What follows belongs to an exercise in optimizing a design on an open flow for small area; a production flow would make more cautious choices. In this exercise RTL edits were held to simulation tests only and were not proved equivalent to the original. The clock port is modelled as an ideal driver; clocking choices that lean on that would not hold on a real chip. Power is estimated from default activity; no workload was simulated.

Setup of north:
==> flow/design.v (excerpt) <==
module top_module(
    input wire i_clk,
    input wire i_rst,
    input wire i_btn_hours,
    input wire i_btn_minutes,
    output wire [6:0] o_seg,
    output wire [3:0] o_an,
    output wire [15:0] o_leds
);
Size: ~330 cells after synthesis, about 31 I/O pins, roughly 2600 um^2 of cells after synthesis.
Settings: LEC_CHECK=0, ABC_AREA=1, CAP_MARGIN=20, CORE_MARGIN=2, CORE_UTILIZATION=40, SLEW_MARGIN=20; clock period 10.0 ns.
standard.sh (not shown) runs the stock make flow with config.mk's settings and CLKGATE_MAP_FILE= SYNTH_SCRIPT=/design/flow/synth_recipe.tcl, a recipe that flattens the netlist after the stock synthesis.
==> flow/flow/run.sh <==
#!/bin/bash
# Layout flow: the standard ORFS flow with three changes.
#  - Synthesis: the standard script (synth_recipe.tcl), but without the
#    half/full-adder extraction and with an area-oriented ABC script
#    (flow/abc_area.script). Registers and their names are unchanged.
#  - Port buffers: buf_1 instead of the default buffer cell.
#  - CTS: small clock buffers and no dummy clock loads.
# Each tool's output goes to the ORFS logs under orfs/logs, and make's own
# output to flow_make.log in the work folder.
set -euo pipefail
WORK=$PWD
ORFS_RESULTS=$WORK/orfs/results/${FLOW_PLATFORM}/top_module/base

# synthesis script: the standard flow's, with the ABC script swapped
{
  head -n 1 "$WORK/synth_recipe.tcl"
  cat <<EOF
proc abc {args} {
  set i [lsearch -exact \$args -script]
  if { \$i >= 0 } { lset args [expr {\$i + 1}] $WORK/flow/abc_area.script }
  yosys abc {*}\$args
}
EOF
  tail -n +2 "$WORK/synth_recipe.tcl"
} > "$WORK/flow_synth.tcl"

export BUFFER_PORTS_ARGS="-buffer_cell sky130_fd_sc_hd__buf_1"
export CTS_ARGS="-sink_clustering_enable -repair_clock_nets -dont_use_dummy_load -buf_list {sky130_fd_sc_hd__clkbuf_2 sky130_fd_sc_hd__clkbuf_4 sky130_fd_sc_hd__clkbuf_8}"

make -C "$FLOW_HOME" DESIGN_CONFIG="$WORK/config.mk" WORK_HOME="$WORK/orfs" \
  CLKGATE_MAP_FILE= ADDER_MAP_FILE= SYNTH_SCRIPT="$WORK/flow_synth.tcl" \
  finish > "$WORK/flow_make.log" 2>&1

: # left out here: write the final layout as DEF
==> flow/flow/abc_area.script <==
strash
dc2
dch -f
amap
topo
dnsize
north finished every step from synthesis to the final layout, and the layout passed the timing, DRC and antenna checks.
Setup changes, north to south
--- a/flow/flow/run.sh
+++ b/flow/flow/run.sh
@@ -16,8 +16,9 @@
   head -n 1 "$WORK/synth_recipe.tcl"
   cat <<EOF
+rename abc my_abc_orig
 proc abc {args} {
   set i [lsearch -exact \$args -script]
   if { \$i >= 0 } { lset args [expr {\$i + 1}] $WORK/flow/abc_area.script }
-  yosys abc {*}\$args
+  my_abc_orig {*}\$args
 }
 EOF
Notes after the runs:
south never completed; the flow aborted with a tool error in synthesis (1_2_yosys).

The RTL this note starts from:
==> flow/design.v <==
module bcd_to_7seg(
    input wire [3:0] i_digit,
    output wire [6:0] o_seg
);
    wire [3:0] d = i_digit;
    assign o_seg[0] = !((d[3]) | (d[0] & d[2]) | (!d[0] & !d[2]) | (d[1]));
    assign o_seg[1] = !((!d[0] & !d[1]) | (!d[2]) | (d[0] & d[1]));
    assign o_seg[2] = (!d[0] & d[1] & !d[2]);
    assign o_seg[3] = (d[0] & !d[1] & !d[2] & !d[3]) | (d[0] & d[1] & d[2]) | (!d[0] & !d[1] & d[2]);
    assign o_seg[4] = (d[0]) | (!d[1] & d[2]);
    assign o_seg[5] = (d[0] & !d[2] & !d[3]) | (d[1] & !d[2]) | (d[0] & d[1]);
    assign o_seg[6] = (!d[1] & !d[2] & !d[3]) | (d[0] & d[1] & d[2]);
endmodule
module ssd_multiplex(
    input wire i_clk,
    input wire i_rst,
    input wire i_first,
    input wire [3:0] i_d0, i_d1, i_d2, i_d3,
    output wire [5:0] o_n,
    output wire [6:0] o_seg,
    output reg [3:0] o_an
);
    reg [1:0] r_sel;
    reg [5:0] r_refresh_counter;
    reg [3:0] r_current_digit;
    assign o_n = r_refresh_counter;
    bcd_to_7seg bcd_converter (
        .i_digit(r_current_digit),
        .o_seg(o_seg)
    );
    always @(posedge i_clk or posedge i_rst) begin
        if (i_rst) begin
            r_refresh_counter <= 6'd0;
            r_sel <= 2'd0;
        end else begin
            r_refresh_counter <= r_refresh_counter + 1'b1;
            if (r_refresh_counter == 6'd0 && !i_first)
                r_sel <= r_sel + 1'b1;
        end
    end
    always @(*) begin
        case (r_sel)
            2'd0: begin o_an = 4'b1110; r_current_digit = i_d0; end
            2'd1: begin o_an = 4'b1101; r_current_digit = i_d1; end
            2'd2: begin o_an = 4'b1011; r_current_digit = i_d2; end
            default: begin o_an = 4'b0111; r_current_digit = i_d3; end
        endcase
    end
endmodule
module clock_divider(
    input wire i_clk,
    input wire i_rst,
    input wire [1:0] i_n,
    output wire o_tick
);
    reg [4:0] r_q;
    wire w_g  = !((r_q[0] & r_q[3]) | r_q[2] | r_q[4]);
    wire w_fb = !((r_q[2] & r_q[4]) | w_g);
    assign o_tick = (r_q[3:0] == 4'b0000) && (i_n == 2'd1);
    always @(posedge i_clk or posedge i_rst) begin
        if (i_rst)
            r_q <= 5'b00001;
        else
            r_q <= {r_q[3:0], w_fb};
    end
endmodule
module debounce(
    input wire i_clk,
    input wire i_rst,
    input wire i_btn_in,
    output reg o_btn_out
);
    reg [4:0] r_cnt;
    reg r_sync_0, r_sync_1;
    wire w_differ = r_sync_1 ^ o_btn_out;
    wire w_low0   = (r_cnt[3:0] == 4'd0);
    wire w_fb     = r_cnt[4] ^ r_cnt[1] ^ w_low0;
    wire w_last   = r_cnt[4] & w_low0;    
    always @(posedge i_clk or posedge i_rst) begin
        if (i_rst) begin
            r_sync_0 <= 1'b0;
            r_sync_1 <= 1'b0;
            r_cnt <= 5'd0;
            o_btn_out <= 1'b0;
        end else begin
            r_sync_0 <= i_btn_in;
            r_sync_1 <= r_sync_0;
            r_cnt <= w_differ ? {r_cnt[3:0], w_fb} : 5'd0;
            if (w_differ && w_last)
                o_btn_out <= r_sync_1;
        end
    end
endmodule
module clock_logic(
    input wire i_clk,
    input wire i_tick,
    input wire i_rst,
    input wire i_inc_hours,
    input wire i_inc_minutes,
    output reg [1:0] o_ht,
    output reg [3:0] o_hu,
    output reg [2:0] o_mt,
    output reg [3:0] o_mu
);
    wire w_mu9  = o_mu[3] & o_mu[0];                  
    wire w_mt5  = o_mt[2] & o_mt[0];                  
    wire w_m59  = w_mu9 && w_mt5;
    wire w_hu9  = o_hu[3] & o_hu[0];                  
    wire w_h23  = o_ht[1] & o_hu[1] & o_hu[0];        
    wire w_minc = i_tick && i_inc_minutes;
    wire w_hinc = i_tick && (i_inc_hours || (i_inc_minutes && w_m59));
    always @(posedge i_clk or posedge i_rst) begin
        if (i_rst) begin
            o_ht <= 2'd0;
            o_hu <= 4'd0;
            o_mt <= 3'd0;
            o_mu <= 4'd0;
        end else begin
            if (w_minc) begin
                if (w_mu9) begin
                    o_mu <= 4'd0;
                    o_mt <= w_mt5 ? 3'd0 : o_mt + 1'b1;
                end else begin
                    o_mu <= o_mu + 1'b1;
                end
            end
            if (w_hinc) begin
                if (w_h23) begin
                    o_ht <= 2'd0;
                    o_hu <= 4'd0;
                end else if (w_hu9) begin
                    o_ht <= {o_ht[0], !o_ht[0]};  
                    o_hu <= 4'd0;
                end else begin
                    o_hu <= o_hu + 1'b1;
                end
            end
        end
    end
endmodule
module led_controller(
    input wire i_clk,
    input wire i_rst,
    input wire [1:0] i_ht,
    input wire [3:0] i_hu,
    input wire [3:0] i_cnt,
    output wire o_first,
    output reg o_pwm_off,
    output reg o_anim_on
);
    reg [2:0] r_cls;
    wire [2:0] w_cls;
    wire w_on, w_anim;
    assign w_cls[0] = !((i_hu[0] & i_hu[1] & !i_hu[2] & !i_ht[0] & !i_ht[1]));
    assign w_cls[1] = (!i_hu[1] & i_hu[2] & !i_ht[0]) | (i_hu[3] & i_ht[0]) | (i_ht[1]);
    assign w_cls[2] = !((i_hu[2]) | (i_hu[3]) | (i_ht[0]) | (!i_hu[0] & !i_hu[1] & i_ht[1]));
    assign w_on = !((!r_cls[0]) | (i_cnt[1] & !r_cls[1] & !r_cls[2]) | (i_cnt[2] & !r_cls[1] & !r_cls[2])
                  | (i_cnt[3] & !r_cls[2]) | (i_cnt[0] & i_cnt[2] & !r_cls[2]) | (i_cnt[1] & i_cnt[2] & !r_cls[2])
                  | (i_cnt[0] & i_cnt[1] & i_cnt[2] & i_cnt[3]) | (i_cnt[1] & i_cnt[3] & r_cls[1])
                  | (i_cnt[2] & i_cnt[3] & r_cls[1]));
    assign w_anim = (!r_cls[0] & r_cls[2]);
    assign o_first = (!r_cls[0] & !r_cls[2]);  
    always @(posedge i_clk or posedge i_rst) begin
        if (i_rst) begin
            r_cls <= 3'b000;
            o_pwm_off <= 1'b1;
            o_anim_on <= 1'b0;
        end else begin
            r_cls <= w_cls;
            o_pwm_off <= !w_on;
            o_anim_on <= w_anim && !i_cnt[3];
        end
    end
endmodule
module led_animator(
    input wire i_clk,
    input wire i_rst,
    input wire [3:0] i_n,
    output wire [3:0] o_pos
);
    localparam STEP_DELAY = 6'd40;
    reg [5:0] r_delay_cnt;
    wire [3:0] w_t = i_n + ~r_delay_cnt[3:0];
    assign o_pos = {w_t[3] ^ w_t[0], w_t[2:0]};
    always @(posedge i_clk or posedge i_rst) begin
        if (i_rst) begin
            r_delay_cnt <= STEP_DELAY;
        end else begin
            if (r_delay_cnt[5] & r_delay_cnt[3])  
                r_delay_cnt <= 6'd0;
            else
                r_delay_cnt <= r_delay_cnt + 1'b1;
        end
    end
endmodule
module pwm_led(
    input wire i_pwm_off,
    input wire i_anim_on,
    input wire [3:0] i_pos,
    output wire [15:0] o_leds
);
    wire [16:0] w_ge;    
    wire [16:0] w_nga;   
    genvar k;
    generate
        for (k = 0; k < 17; k = k + 1) begin : g_thr
            assign w_ge[k]  = (i_pos >= k);
            assign w_nga[k] = !(i_anim_on && w_ge[k]);
        end
        for (k = 0; k < 16; k = k + 1) begin : g_led
            if (k >= 12) begin : g_top
                assign o_leds[k] = !(i_pwm_off && w_nga[k - 3]);
            end else begin : g_mid
                assign o_leds[k] = !((w_nga[(k < 6) ? 3 : k - 3] || w_ge[k + 4]) && i_pwm_off);
            end
        end
    endgenerate
endmodule
module top_module(
    input wire i_clk,
    input wire i_rst,
    input wire i_btn_hours,
    input wire i_btn_minutes,
    output wire [6:0] o_seg,
    output wire [3:0] o_an,
    output wire [15:0] o_leds
);
    wire [5:0] w_n;        
    wire       w_first;    
    wire       w_tick;
    wire       w_btn_h_clean, w_btn_m_clean;
    wire [1:0] w_ht;
    wire [3:0] w_hu;
    wire [2:0] w_mt;
    wire [3:0] w_mu;
    wire       w_pwm_off, w_anim_on;
    wire [3:0] w_pos;
    ssd_multiplex display_inst (
        .i_clk(i_clk), .i_rst(i_rst),
        .i_d0(w_mu), .i_d1({1'b0, w_mt}), .i_d2(w_hu), .i_d3({2'b00, w_ht}),
        .i_first(w_first), .o_n(w_n),
        .o_seg(o_seg), .o_an(o_an)
    );
    clock_divider clkdiv_inst (
        .i_clk(i_clk), .i_rst(i_rst), .i_n(w_n[1:0]), .o_tick(w_tick)
    );
    debounce db_hour (
        .i_clk(i_clk), .i_rst(i_rst), .i_btn_in(i_btn_hours), .o_btn_out(w_btn_h_clean)
    );
    debounce db_min (
        .i_clk(i_clk), .i_rst(i_rst), .i_btn_in(i_btn_minutes), .o_btn_out(w_btn_m_clean)
    );
    clock_logic clock_inst (
        .i_clk(i_clk), .i_tick(w_tick), .i_rst(i_rst),
        .i_inc_hours(w_btn_h_clean), .i_inc_minutes(w_btn_m_clean),
        .o_ht(w_ht), .o_hu(w_hu), .o_mt(w_mt), .o_mu(w_mu)
    );
    led_controller led_ctrl (
        .i_clk(i_clk), .i_rst(i_rst),
        .i_ht(w_ht), .i_hu(w_hu),
        .i_cnt(w_n[3:0]),
        .o_first(w_first), .o_pwm_off(w_pwm_off), .o_anim_on(w_anim_on)
    );
    led_animator animator (
        .i_clk(i_clk), .i_rst(i_rst), .i_n(w_n[3:0]), .o_pos(w_pos)
    );
    pwm_led pwm_inst (
        .i_pwm_off(w_pwm_off), .i_anim_on(w_anim_on), .i_pos(w_pos),
        .o_leds(o_leds)
    );
endmodule
==> flow/config.mk <==
export PLATFORM = sky130hd
export DESIGN_NAME = top_module
export DESIGN_NICKNAME = top_module
export VERILOG_FILES = /design/flow/design.v
export SDC_FILE = /design/flow/constraint.sdc
export NUM_CORES = 4
export LEC_CHECK = 0
export ABC_AREA = 1
export CAP_MARGIN = 20
export CORE_MARGIN = 2
export CORE_UTILIZATION = 40
export SLEW_MARGIN = 20
==> flow/constraint.sdc <==
create_clock -name core_clock -period 10.0 [get_ports {i_clk}]
set_input_delay 2.0000 -clock core_clock [delete_from_list [all_inputs] [get_ports {i_clk}]]
set_output_delay 2.0000 -clock core_clock [all_outputs]
set_load 0.01 [all_outputs]
==> flow/flow/run.sh <==
#!/bin/bash
# Layout flow: the standard ORFS flow with these changes.
#  - Synthesis: the standard script (synth_recipe.tcl), but without the
#    half/full-adder extraction and with an area-oriented ABC script
#    (flow/abc_area.script, tried with several seeds by flow/abc_multi.tcl).
#    Registers and their names are unchanged.
#  - Port buffers: buf_1 instead of the default buffer cell.
#  - Before global placement (flow/pre_gplace.tcl) the high-fanout reset
#    inverter becomes inv_2 (same area as inv_1, twice the drive).
# Each tool's output goes to the ORFS logs under orfs/logs, and make's own
# output to flow_make.log in the work folder.
set -euo pipefail
WORK=$PWD
ORFS_RESULTS=$WORK/orfs/results/${FLOW_PLATFORM}/top_module/base

# synthesis script: the standard flow's, with the ABC call replaced by flow/abc_multi.tcl
# (the ABC area script run with several deepsyn seeds; the smallest result
# is kept)
{
  head -n 1 "$WORK/synth_recipe.tcl"
  echo "set ::abc_script_dir $WORK/flow"
  echo "source $WORK/flow/abc_multi.tcl"
  tail -n +2 "$WORK/synth_recipe.tcl"
} > "$WORK/flow_synth.tcl"

export BUFFER_PORTS_ARGS="-buffer_cell sky130_fd_sc_hd__buf_1"
export PRE_GLOBAL_PLACE_TCL="$WORK/flow/pre_gplace.tcl"
export POST_CTS_TCL="$WORK/flow/post_cts.tcl"
export FLOW_CLK_SLEW_TARGET_PS=115
export CTS_ARGS="-sink_clustering_enable -repair_clock_nets -dont_use_dummy_load -buf_list {sky130_fd_sc_hd__clkbuf_2 sky130_fd_sc_hd__clkbuf_4 sky130_fd_sc_hd__clkbuf_8}"

make -C "$FLOW_HOME" DESIGN_CONFIG="$WORK/config.mk" WORK_HOME="$WORK/orfs" \
  CLKGATE_MAP_FILE= ADDER_MAP_FILE= SYNTH_SCRIPT="$WORK/flow_synth.tcl" \
  finish > "$WORK/flow_make.log" 2>&1

: # left out here: write the final layout as DEF
==> flow/flow/abc_multi.tcl <==
# Replaces Yosys's abc command for ORFS's synthesis: runs ABC with
# flow/abc_area.script once per deepsyn seed in ::abc_seeds, each time on
# the same netlist, and keeps the result with the smallest cell area.
set ::abc_seeds {}
for {set s 0} {$s < 32} {incr s} { lappend ::abc_seeds $s }
proc abc {args} {
  set lib ""
  set i [lsearch -exact $args -liberty]
  if { $i >= 0 } { set lib [lindex $args [expr {$i + 1}]] }
  set base [open $::abc_script_dir/abc_area.script r]
  set text [read $base]
  close $base
  yosys design -save my_pre_abc
  set best_area -1
  set best_seed -1
  foreach seed $::abc_seeds {
    yosys design -load my_pre_abc
    set script $::env(OBJECTS_DIR)/abc_seed_$seed.script
    set f [open $script w]
    puts -nonewline $f [string map [list "&deepsyn " "&deepsyn -S $seed "] $text]
    close $f
    set a $args
    set j [lsearch -exact $a -script]
    lset a [expr {$j + 1}] $script
    yosys abc {*}$a
    set st [tee -q -s result.string stat -liberty $lib]
    set area 1e9
    regexp {Chip area for [^:]*:\s*([0-9.]+)} $st -> area
    puts "abc_multi: seed $seed area $area"
    if { $best_area < 0 || $area < $best_area } {
      set best_area $area
      set best_seed $seed
      yosys design -save my_best_abc
    }
  }
  puts "abc_multi: kept seed $best_seed, area $best_area"
  yosys design -load my_best_abc
}
Other scripts of this flow, unchanged in this note and not shown: flow/flow/abc_area.script, flow/flow/post_cts.tcl, flow/flow/pre_gplace.tcl
==> next run, changes <==
--- a/flow/flow/run.sh
+++ b/flow/flow/run.sh
@@ -3,6 +3,5 @@
 #  - Synthesis: the standard script (synth_recipe.tcl), but without the
 #    half/full-adder extraction and with an area-oriented ABC script
-#    (flow/abc_area.script, tried with several seeds by flow/abc_multi.tcl).
-#    Registers and their names are unchanged.
+#    (flow/abc_area.script). Registers and their names are unchanged.
 #  - Port buffers: buf_1 instead of the default buffer cell.
 #  - Before global placement (flow/pre_gplace.tcl) the high-fanout reset
@@ -14,11 +13,14 @@
 ORFS_RESULTS=$WORK/orfs/results/${FLOW_PLATFORM}/top_module/base
 
-# synthesis script: the standard flow's, with the ABC call replaced by flow/abc_multi.tcl
-# (the ABC area script run with several deepsyn seeds; the smallest result
-# is kept)
+# synthesis script: the standard flow's, with the ABC script swapped
 {
   head -n 1 "$WORK/synth_recipe.tcl"
-  echo "set ::abc_script_dir $WORK/flow"
-  echo "source $WORK/flow/abc_multi.tcl"
+  cat <<EOF
+proc abc {args} {
+  set i [lsearch -exact \$args -script]
+  if { \$i >= 0 } { lset args [expr {\$i + 1}] $WORK/flow/abc_area.script }
+  yosys abc {*}\$args
+}
+EOF
   tail -n +2 "$WORK/synth_recipe.tcl"
 } > "$WORK/flow_synth.tcl"
removed: flow/flow/abc_multi.tcl
After rerunning: The new run finished clean. Fmax goes down by roughly a tenth. Routed wire length rises by a few percent. Worst setup slack loses 0.57 ns. Total power came out higher by a few percent. Via count grows by a few percent. Die area rises slightly. Cell count rises by a few percent. Critical path depth grows by 1. First-iteration DRC count rose by a quarter to a third.

-- separate check: timing with driven ports --
No port has a modelled driver above. Below, the same layouts with a new extraction and two added sets of constraints.
Step 1: set_driving_cell puts a clkbuf_16 on i_clk and a buf_2 on each other input, an assumption about the parent block.
Step 2 also shifts input and output timing later by t, the mid clock arrival at the registers, as if the neighbouring blocks saw the same clock.
a / b / c = no drivers / after step 1 / after step 2; a / b = the first two.
run	t, ns	setup WS [ns]	hold WS [ns]	worst slew at a driven data input, ns	pins driven straight from the clock port
north	0.325	4.806 / 4.778 / 5.102	0.351 / 0.351 / 0.351	0.03	1
the first run of note 2	0.536	5.228 / 5.201 / 5.737	0.358 / 0.358 / 0.358	0.03	1
the second run of note 2	0.547	4.657 / 4.631 / 5.178	0.351 / 0.351 / 0.351	0.03	1
After both steps every run listed still meets setup and hold.
